Source: an optimization exercise on an open RTL-to-GDS flow (aim: small area and a short achievable clock period). Production flows keep margins and buffers that such runs may drop. The RTL of this run was laid out without a check of its function. Power is estimated from default activity; no workload was simulated.

### design/flow/config.mk
export PLATFORM = sky130hd
export DESIGN_NAME = router
export DESIGN_NICKNAME = router
export VERILOG_FILES = /design/flow/design.v
export SDC_FILE = /design/flow/constraint.sdc
export NUM_CORES = 4
export LEC_CHECK = 0
export CAP_MARGIN = 20
export CORE_MARGIN = 2
export CORE_UTILIZATION = 45
export PLACE_DENSITY = 0.6
export SLEW_MARGIN = 20
### design/flow/constraint.sdc
create_clock -name core_clock -period 7.5 [get_ports {clk_i}]
set_input_delay 1.5000 -clock core_clock [delete_from_list [all_inputs] [get_ports {clk_i}]]
set_output_delay 1.5000 -clock core_clock [all_outputs]
set_load 0.01 [all_outputs]
### design/flow/design.v
module stream_fifo #(
    parameter DATA_WIDTH = 55,
    parameter FIFO_LEN = 8
) (
    input  logic                  ACLK,
    input  logic                  ARESETn,
    input  logic [DATA_WIDTH-1:0] data_i,
    input  logic                  valid_i,
    output logic                  ready_o,
    output logic [DATA_WIDTH-1:0] data_o,
    output logic                  valid_o,
    input  logic                  ready_i
);
    localparam MEM_LEN = FIFO_LEN - 1;
    localparam CW = $clog2(FIFO_LEN + 1);
    logic [DATA_WIDTH-1:0] head;
    logic [DATA_WIDTH-1:0] mem [MEM_LEN];
    logic [MEM_LEN-1:0]    rptr, wptr;
    logic [CW-1:0]         count;
    logic                  head_valid, not_full;
    logic push, pop, c1, ld_in, ld_mem, wr_mem;
    logic [DATA_WIDTH-1:0] mem_rd;
    assign data_o  = head;
    assign valid_o = head_valid;
    assign ready_o = not_full;
    assign push   = valid_i & not_full;
    assign pop    = ready_i & head_valid;
    assign c1     = (count == 1);
    assign ld_in  = push & (!head_valid | (pop & c1));
    assign ld_mem = pop & !c1;
    assign wr_mem = push & head_valid & !(pop & c1);
    always_comb begin
        mem_rd = '0;
        for (int k = 0; k < MEM_LEN; k++)
            mem_rd = mem_rd | ({DATA_WIDTH{rptr[k]}} & mem[k]);
    end
    always_ff @(posedge ACLK) begin
        if (ld_in)
            head <= data_i;
        else if (ld_mem)
            head <= mem_rd;
    end
    always_ff @(posedge ACLK) begin
        for (int k = 0; k < MEM_LEN; k++)
            if (wr_mem && wptr[k])
                mem[k] <= data_i;
    end
    always_ff @(posedge ACLK or negedge ARESETn) begin
        if (!ARESETn) begin
            rptr       <= 1;
            wptr       <= 1;
            count      <= '0;
            head_valid <= 1'b0;
            not_full   <= 1'b1;
        end else begin
            if (ld_mem)
                rptr <= {rptr[MEM_LEN-2:0], rptr[MEM_LEN-1]};
            if (wr_mem)
                wptr <= {wptr[MEM_LEN-2:0], wptr[MEM_LEN-1]};
            if (push && !pop) begin
                count      <= count + 1'b1;
                head_valid <= 1'b1;
                not_full   <= (count != FIFO_LEN - 1);
            end else if (pop && !push) begin
                count      <= count - 1'b1;
                head_valid <= !c1;
                not_full   <= 1'b1;
            end
        end
    end
endmodule
module algorithm_selector_XY #(
    parameter MAX_ROUTERS_X = 4,
    parameter MAX_ROUTERS_X_WIDTH
    = $clog2(MAX_ROUTERS_X),
    parameter MAX_ROUTERS_Y = 4,
    parameter MAX_ROUTERS_Y_WIDTH
    = $clog2(MAX_ROUTERS_Y),
    parameter ROUTER_X = 0,
    parameter ROUTER_Y = 0,
    parameter CHANNEL_NUMBER = 5
) (
    input  logic [MAX_ROUTERS_X_WIDTH-1:0] target_x_i,
    input  logic [MAX_ROUTERS_Y_WIDTH-1:0] target_y_i,
    output logic [CHANNEL_NUMBER-1:0]      selector_o
);
    logic [CHANNEL_NUMBER-1:0] cand;
    assign cand[0] = ((target_x_i == ROUTER_X) && (target_y_i == ROUTER_Y));
    assign cand[1] = (target_y_i < ROUTER_Y);
    assign cand[2] = (target_x_i > ROUTER_X);
    assign cand[3] = (target_y_i > ROUTER_Y);
    assign cand[4] = (target_x_i < ROUTER_X);
    always_comb begin
        selector_o = '0;
        for (int i = CHANNEL_NUMBER - 1; i >= 0; i--)
            if (cand[i])
                selector_o = CHANNEL_NUMBER'(1) << i;
    end
endmodule
module arbiter #(
    parameter CHANNEL_NUMBER = 5,
    parameter [CHANNEL_NUMBER-1:0] RESET_PORT = 5'b00010
) (
    input  logic clk_i, rst_n_i,
    input  logic [CHANNEL_NUMBER-1:0]   valid_i,      
    input  logic [CHANNEL_NUMBER-1:0]   header_i,     
    input  logic [CHANNEL_NUMBER*8-1:0] count_i,      
    input  logic [CHANNEL_NUMBER*CHANNEL_NUMBER-1:0] port_i,  
    input  logic                        take_i,
    output logic [CHANNEL_NUMBER-1:0]   grant_o,      
    output logic                        valid_o,
    output logic                        header_o,
    output logic [CHANNEL_NUMBER-1:0]   ctrl_o
);
    localparam CN = CHANNEL_NUMBER;
    logic [7:0]    left [CN];
    logic [CN-1:0] stored [CN];
    logic [CN-1:0] next_grant;
    logic          last_one, move;
    always_comb begin
        valid_o  = |(grant_o & valid_i);
        header_o = |(grant_o & header_i);
        ctrl_o   = '0;
        last_one = 1'b0;
        for (int c = 0; c < CN; c++) begin
            if (grant_o[c]) begin
                ctrl_o   = ctrl_o | (header_i[c] ? port_i[c*CN +: CN] : stored[c]);
                last_one = last_one | (left[c] == 8'd1);
            end
        end
    end
    always_comb begin
        next_grant = '0;
        for (int g = 0; g < CN; g++) begin
            logic [CN-1:0] pick;
            pick = CN'(1) << g;
            for (int i = CN - 1; i > 0; i--)
                if (valid_i[(g + i) % CN])
                    pick = CN'(1) << ((g + i) % CN);
            if (grant_o[g])
                next_grant = next_grant | pick;
        end
    end
    assign move = !take_i | last_one;
    always_ff @(posedge clk_i or negedge rst_n_i) begin
        if (!rst_n_i) begin
            grant_o <= 1;
            for (int c = 0; c < CN; c++) begin
                left[c]   <= '0;
                stored[c] <= RESET_PORT;
            end
        end else begin
            for (int c = 0; c < CN; c++) begin
                if (grant_o[c]) begin
                    if (valid_o && header_o) begin
                        left[c]   <= count_i[c*8 +: 8];
                        stored[c] <= port_i[c*CN +: CN];
                    end else if (take_i) begin
                        left[c]   <= left[c] - 8'd1;
                    end
                end
            end
            if (move)
                grant_o <= next_grant;
        end
    end
endmodule
module algorithm #(
    parameter CHANNEL_NUMBER = 5
) (
    input  logic clk_i, rst_n_i,
    input  logic                      valid_i,    
    input  logic                      header_i,   
    input  logic                      tlast_i,    
    input  logic [CHANNEL_NUMBER-1:0] ctrl_i,     
    output logic                      take_o,     
    output logic [CHANNEL_NUMBER-1:0] out_valid_o,
    input  logic [CHANNEL_NUMBER-1:0] out_ready_i
);
    logic [CHANNEL_NUMBER-1:0] busy;
    logic blocked;
    assign blocked     = header_i & |(ctrl_i & busy);
    assign out_valid_o = (valid_i & !blocked) ? ctrl_i : '0;
    assign take_o      = |(out_valid_o & out_ready_i);
    always_ff @(posedge clk_i or negedge rst_n_i) begin
        if (!rst_n_i) begin
            busy <= '0;
        end else begin
            for (int o = 0; o < CHANNEL_NUMBER; o++)
                if (valid_i && ctrl_i[o] && out_ready_i[o])
                    busy[o] <= header_i | (busy[o] & !tlast_i);
        end
    end
endmodule
module router #(
    parameter AXIS_DATA_WIDTH = 40,
    parameter ID_WIDTH = 4,
    parameter CHANNEL_NUMBER = 5,
    parameter BUFFER_LENGTH = 8,
    parameter MAX_ROUTERS_X = 4,
    parameter MAX_ROUTERS_X_WIDTH
    = $clog2(MAX_ROUTERS_X),
    parameter MAX_ROUTERS_Y = 4,
    parameter MAX_ROUTERS_Y_WIDTH
    = $clog2(MAX_ROUTERS_Y),
    parameter ROUTER_X = 1,
    parameter ROUTER_Y = 2,
    parameter STRB_WIDTH = AXIS_DATA_WIDTH/8
)(
    input  clk_i, rst_n_i,
    input  logic [CHANNEL_NUMBER*AXIS_DATA_WIDTH-1:0] in_tdata_i,
    input  logic [CHANNEL_NUMBER*STRB_WIDTH-1:0]      in_tstrb_i,
    input  logic [CHANNEL_NUMBER*STRB_WIDTH-1:0]      in_tkeep_i,
    input  logic [CHANNEL_NUMBER-1:0]                 in_tlast_i,
    input  logic [CHANNEL_NUMBER*ID_WIDTH-1:0]        in_tid_i,
    input  logic [CHANNEL_NUMBER-1:0]                 in_tvalid_i,
    output logic [CHANNEL_NUMBER-1:0]                 in_tready_o,
    output logic [CHANNEL_NUMBER*AXIS_DATA_WIDTH-1:0] out_tdata_o,
    output logic [CHANNEL_NUMBER*STRB_WIDTH-1:0]      out_tstrb_o,
    output logic [CHANNEL_NUMBER*STRB_WIDTH-1:0]      out_tkeep_o,
    output logic [CHANNEL_NUMBER-1:0]                 out_tlast_o,
    output logic [CHANNEL_NUMBER*ID_WIDTH-1:0]        out_tid_o,
    output logic [CHANNEL_NUMBER-1:0]                 out_tvalid_o,
    input  logic [CHANNEL_NUMBER-1:0]                 out_tready_i
);
    localparam CN = CHANNEL_NUMBER;
    localparam FLIT_WIDTH = AXIS_DATA_WIDTH + 2*STRB_WIDTH + 1 + ID_WIDTH;
    localparam DATA_LSB = FLIT_WIDTH - AXIS_DATA_WIDTH;
    localparam XYW = MAX_ROUTERS_X_WIDTH + MAX_ROUTERS_Y_WIDTH;
    function automatic [CN-1:0] port_of_origin();
        port_of_origin = '0;
        for (int i = CN - 1; i >= 0; i--) begin
            if ((i == 0 && ROUTER_X == 0 && ROUTER_Y == 0) ||
                (i == 1 && 0 < ROUTER_Y) || (i == 2 && 0 > ROUTER_X) ||
                (i == 3 && 0 > ROUTER_Y) || (i == 4 && 0 < ROUTER_X))
                port_of_origin = CN'(1) << i;
        end
    endfunction
    logic [FLIT_WIDTH-1:0] head [CN];
    logic [CN-1:0]         head_valid;
    logic [CN-1:0]         head_header;
    logic [CN*8-1:0]       head_count;
    logic [CN*CN-1:0]      head_port;
    logic [CN-1:0]         pop;
    logic [CN-1:0]         grant;
    logic                  g_valid, g_header, take;
    logic [CN-1:0]         g_ctrl;
    logic [FLIT_WIDTH-1:0] g_flit;
    generate
        genvar i;
        for (i = 0; i < CN; i++) begin : gen_in
            logic [FLIT_WIDTH-1:0] flit;
            assign flit = {
                in_tdata_i[i*AXIS_DATA_WIDTH +: AXIS_DATA_WIDTH],
                in_tstrb_i[i*STRB_WIDTH +: STRB_WIDTH],
                in_tkeep_i[i*STRB_WIDTH +: STRB_WIDTH],
                in_tlast_i[i],
                in_tid_i[i*ID_WIDTH +: ID_WIDTH]
            };
            stream_fifo #(
                .DATA_WIDTH(FLIT_WIDTH),
                .FIFO_LEN(BUFFER_LENGTH)
            ) q (
                .ACLK(clk_i),
                .ARESETn(rst_n_i),
                .data_i(flit),
                .valid_i(in_tvalid_i[i]),
                .ready_o(in_tready_o[i]),
                .data_o(head[i]),
                .valid_o(head_valid[i]),
                .ready_i(pop[i])
            );
            assign pop[i]         = take & grant[i];
            assign head_header[i] = (head[i][ID_WIDTH-1:0] == '0);
            assign head_count[i*8 +: 8] = head[i][DATA_LSB + 2*XYW +: 8];
            algorithm_selector_XY #(
               .MAX_ROUTERS_X(MAX_ROUTERS_X),
               .MAX_ROUTERS_Y(MAX_ROUTERS_Y),
               .ROUTER_X(ROUTER_X),
               .ROUTER_Y(ROUTER_Y),
               .CHANNEL_NUMBER(CN)
            ) sel (
                .target_x_i(head[i][DATA_LSB + MAX_ROUTERS_Y_WIDTH +: MAX_ROUTERS_X_WIDTH]),
                .target_y_i(head[i][DATA_LSB +: MAX_ROUTERS_Y_WIDTH]),
                .selector_o(head_port[i*CN +: CN])
            );
            assign {
                out_tdata_o[i*AXIS_DATA_WIDTH +: AXIS_DATA_WIDTH],
                out_tstrb_o[i*STRB_WIDTH +: STRB_WIDTH],
                out_tkeep_o[i*STRB_WIDTH +: STRB_WIDTH],
                out_tlast_o[i],
                out_tid_o[i*ID_WIDTH +: ID_WIDTH]
            } = g_flit;
        end
    endgenerate
    always_comb begin
        g_flit = '0;
        for (int c = 0; c < CN; c++)
            g_flit = g_flit | ({FLIT_WIDTH{grant[c]}} & head[c]);
    end
    arbiter #(
        .CHANNEL_NUMBER(CN),
        .RESET_PORT(port_of_origin())
    ) arb (
        .clk_i(clk_i), .rst_n_i(rst_n_i),
        .valid_i(head_valid),
        .header_i(head_header),
        .count_i(head_count),
        .port_i(head_port),
        .take_i(take),
        .grant_o(grant),
        .valid_o(g_valid),
        .header_o(g_header),
        .ctrl_o(g_ctrl)
    );
    algorithm #(
        .CHANNEL_NUMBER(CN)
    ) alg (
        .clk_i(clk_i), .rst_n_i(rst_n_i),
        .valid_i(g_valid),
        .header_i(g_header),
        .tlast_i(g_flit[ID_WIDTH]),
        .ctrl_i(g_ctrl),
        .take_o(take),
        .out_valid_o(out_tvalid_o),
        .out_ready_i(out_tready_i)
    );
endmodule
### design/flow/run.sh
#!/bin/bash
# synth_recipe.tcl (not shown) runs the flow's synth.tcl, then flattens the netlist and writes it again
# the make line also repeats each setting of config.mk as NAME=value (left out here)
make -C /OpenROAD-flow-scripts/flow DESIGN_CONFIG=/design/flow/config.mk WORK_HOME=/design/flow/orfs CLKGATE_MAP_FILE= SYNTH_SCRIPT=/design/flow/synth_recipe.tcl finish
==> results.txt <==
state kept, by name, summed over array words and instances (netlist names):
name,flops
gen_in.q.mem,1925
gen_in.q.head,275
arb.left,40
gen_in.q.rptr,35
gen_in.q.wptr,35
arb.stored,25
gen_in.q.count,20
alg.busy,5
arb.grant_o,5
gen_in.q.head_valid,5
gen_in.q.not_full,5
power by group through the flow:
stage	registers, uW	clock network (uW)	logic (uW)
finish	14400	11400	378
CTS	14400	11600	384
floorplan	14700	0	3.53
detailed placement	14700	0	384
global placement	14700	0	377
global route	14400	12100	402
synth_stat cells (6+ instances only):
cell / count / share of area, %
a21oi_1: 44 / 0.24
a222oi_1: 330 / 3.6
a22oi_1: 612 / 5.0
a311oi_1: 6 / 0.057
and2_1: 39 / 0.27
buf_1: 52 / 0.21
buf_2: 7 / 0.038
buf_4: 231 / 1.9
buf_6: 20 / 0.25
clkbuf_1: 234 / 0.96
dfrtp_1: 154 / 4.2
dfstp_2: 21 / 0.60
edfxtp_1: 2200 / 72
ha_1: 30 / 0.41
inv_1: 47 / 0.19
mux2_2: 180 / 2.2
mux2_4: 195 / 3.2
mux2i_1: 20 / 0.22
nand2_1: 150 / 0.61
nand3_1: 307 / 1.7
nand4_1: 26 / 0.18
nand4b_1: 7 / 0.067
nor2_1: 38 / 0.16
nor3_1: 17 / 0.093
nor4b_1: 6 / 0.057
nor4bb_1: 6 / 0.065
o211ai_1: 6 / 0.049
o21ai_0: 33 / 0.18
o22ai_1: 9 / 0.061
o2bb2ai_1: 10 / 0.095
or3_1: 6 / 0.041
or4_1: 10 / 0.082
xor2_1: 15 / 0.14
cells by family (layout without fill, tap and decap cells):
kind of cell	Yosys count	after routing	synth area share, %
flops	2375	2375	76.7
compound gates	1102	1102	9.83
simple gates	651	651	3.70
buf+inv	591	1161	3.53
mux	395	395	5.61
fa+ha+maj	30	30	0.409
xor+xnor	20	20	0.191
other cells	0	5	0
final cells by class:
cell class,count,share of cell area [%]
inverter,47,0.166
antenna,5,0.0117
clock buffer,291,5.71
sequential,2375,66.2
tap,2672,3.14
multi-input combinational,2198,17.1
clock inverter,136,1.27
timing repair buffer,687,6.36
through the flow:
stage	cells	total power, uW	worst slack [ns]	util [%]
2_1_floorplan	5164	14700	2.62	-
3_3_place_gp	7972	15100	1.41	48.9
3_5_place_dp	7973	15100	1.51	48.9
4_1_cts	8400	26400	0.983	52.6
5_1_grt	8408	27000	0.826	52.6
6_report	8411	26300	0.894	52.6
final timing paths:
kind                                     startpoint                     end  slack [ns]  cells past startpoint
worst max register to register  gen_in[2].q.head[3]  gen_in[3].q.mem[0][39]        1.65                     10
worst min register to register     arb.stored[2][1]        arb.stored[2][1]        0.49                      2
max in group asynchronous                   rst_n_i     gen_in[0].q.rptr[4]        5.38                      2
worst max-delay path            gen_in[4].q.head[1]         out_tvalid_o[4]        0.89                      9
min in group asynchronous                   rst_n_i     gen_in[2].q.wptr[6]        0.63                      1
worst min-delay path               arb.stored[2][1]        arb.stored[2][1]        0.49                      2
worst max-delay path, delay by kind of cell (launching register included):
| family | cells | cell delay [ns] |
|---|---|---|
| compound gates | 4 | 1.91 |
| buf+inv | 1 | 0.67 |
| simple gates | 3 | 0.83 |
| flops | 1 | 0.43 |
| mux | 1 | 0.39 |
routing by layer:
metal	vias to the layer above	share of wire (%)	GRT usage, %
met1	26500	39	32.3
met5	-	0.059	0
met4	24	3.9	9.13
met2	2334	49	39.8
li1	22000	-	-
met3	386	7.6	4.57
==> results.txt <==
Top FF cell, synth=edfxtp_1; switching share of total power=approximately a fifth; first-pass GRT wire length=between 300,000 and 400,000 um; synthesized net count=5,481; P_leak=about 0.035 uW; Worst Clk Skew=0.0525 ns; Fin. Hold Viols=0; async set-reset flop share out of synthesis=7.37%; CTS Buf Count=~230; clock latency on the worst-skew pair=between 0.8 and 0.9 ns; Die ar.=208,000 um2; Placed Area=around 99,000 um2; critical path class=flip-flop to primary output; clock power share=43.6%; worst slew pin tran=about 1.3 ns; Avg Cell Area, Syn=between 15 and 20 um2; multi-input logic area=around 18,000 um2; setup violators final=0; NetSw=5220 uW; root buffer cell=clkbuf_16; CP startpoint kind=flip-flop; Avg WL per Cell=approximately 30 um; synth warn=9; cell chain of the critical path=nor4_4 > mux2_2 > a221oi_1 > nand2_1 > a222oi_1 > a21o_1 > nand2_1 > a21oi_1 > clkdlybuf4s50_1; worst hold path type=flip-flop to flip-flop; clock sinks=about 2,400; register share of total power=a little under three fifths; DRC=0; Initial Util=between 40 and 50%; CTS Hold Bufs=0; final clock period utilization by the worst path=around 88%; area grow syn2layout=16.0%; DR vias=51,200; Sequential Area=about 70,000 um2; Detailed Route WL=~260,000 um; Slew Limit Fails=0; status=timing/DRC/antenna clean; H-tree depth=4; gr usage total=roughly a quarter; CTS resizes=0; fmax=approximately 150 MHz; Reg clk slew, reported paths=about 0.060 ns; Setup Fix Bufs, Post-CTS=0; Sum Neg Setup Slack=0 ns; Hold WS=0.485 ns; drt pass-1 iters=9; Core Region=approximately 200,000 um2; clock buffer depth=3; Post-DP HPWL=about 160,000 um; PD cells=246 nW/um2; Final Instance Area=106,000 um2; Cells after Synth=5,164; post-synthesis sequential area ratio=between 70 and 80%; # IOs=roughly 570; Worst EP required=about 6 ns; largest net degree at the start of global routing=between 60 and 70; CP max FO=6; crit path DAT=slightly above 5 ns; mean number of vias per cell=around 6.1; initial DRC count=around 7,300; combinational group share of total power=between 1 and 1.5%; Post-Syn Area=91,800 um2; Fillers=16,000; Rows=approximately 170; Most common cell on crit path=nand2_1; vias in the first global route=~50,000; Internal Power=approximately 21,000 uW; post-synth cell types=71; Die Span Y=around 460 um; CTS tree=built; max cap viols=0; most common cell after layout, fill and taps aside=edfxtp_1; Port Buffers=about 570; initial antenna violation count=22; nets=5,855; Antenna Violating Nets Remaining=0; slowest CP cell=clkdlybuf4s50_1; die width=around 460 um; Congestion Overflow GR=0; commonest non-fill, non-tap cells in the layout=edfxtp_1, a22oi_1, clkdlybuf4s50_1; CP peak stage delay=approximately 0.67 ns; Max IR drop VDD=around 0.24 mV; RSZ-0062 raised after global routing=no; Yosys reg bits=between 2,000 and 2,500; crit path capture type=primary output; Slew HR=between 10% and 20%; minimum clock period=6.61 ns; GP Congestion=a little over 0.9; ratio of cells with drive above 1 in the final layout=approximately 17%; Post-synth EDFFs=roughly 2,200

## re-timing with driven ports
No port has a modelled driver above. Below, the same layout with a new extraction and two added sets of constraints. Step 1 assumes that a clkbuf_16 drives the clock port and a buf_2 every other input. Step 2 moves the port delays by t, midway between the first and last clock arrival at a register: inputs arrive t later, outputs are due t later. That takes back most of the time a late clock gives input paths. a / b / c = ideal / step 1 / step 2; a / b = the first two.
shift t [ns]: 0.940
setup slack, ns: 0.894 / 0.803 / 1.468
clock arrival spread, ns: 0.052 / 0.053
After both steps setup and hold are still met in this run. The setup slack of this run moves by -0.091 ns with the drivers and by +0.574 ns with both steps.
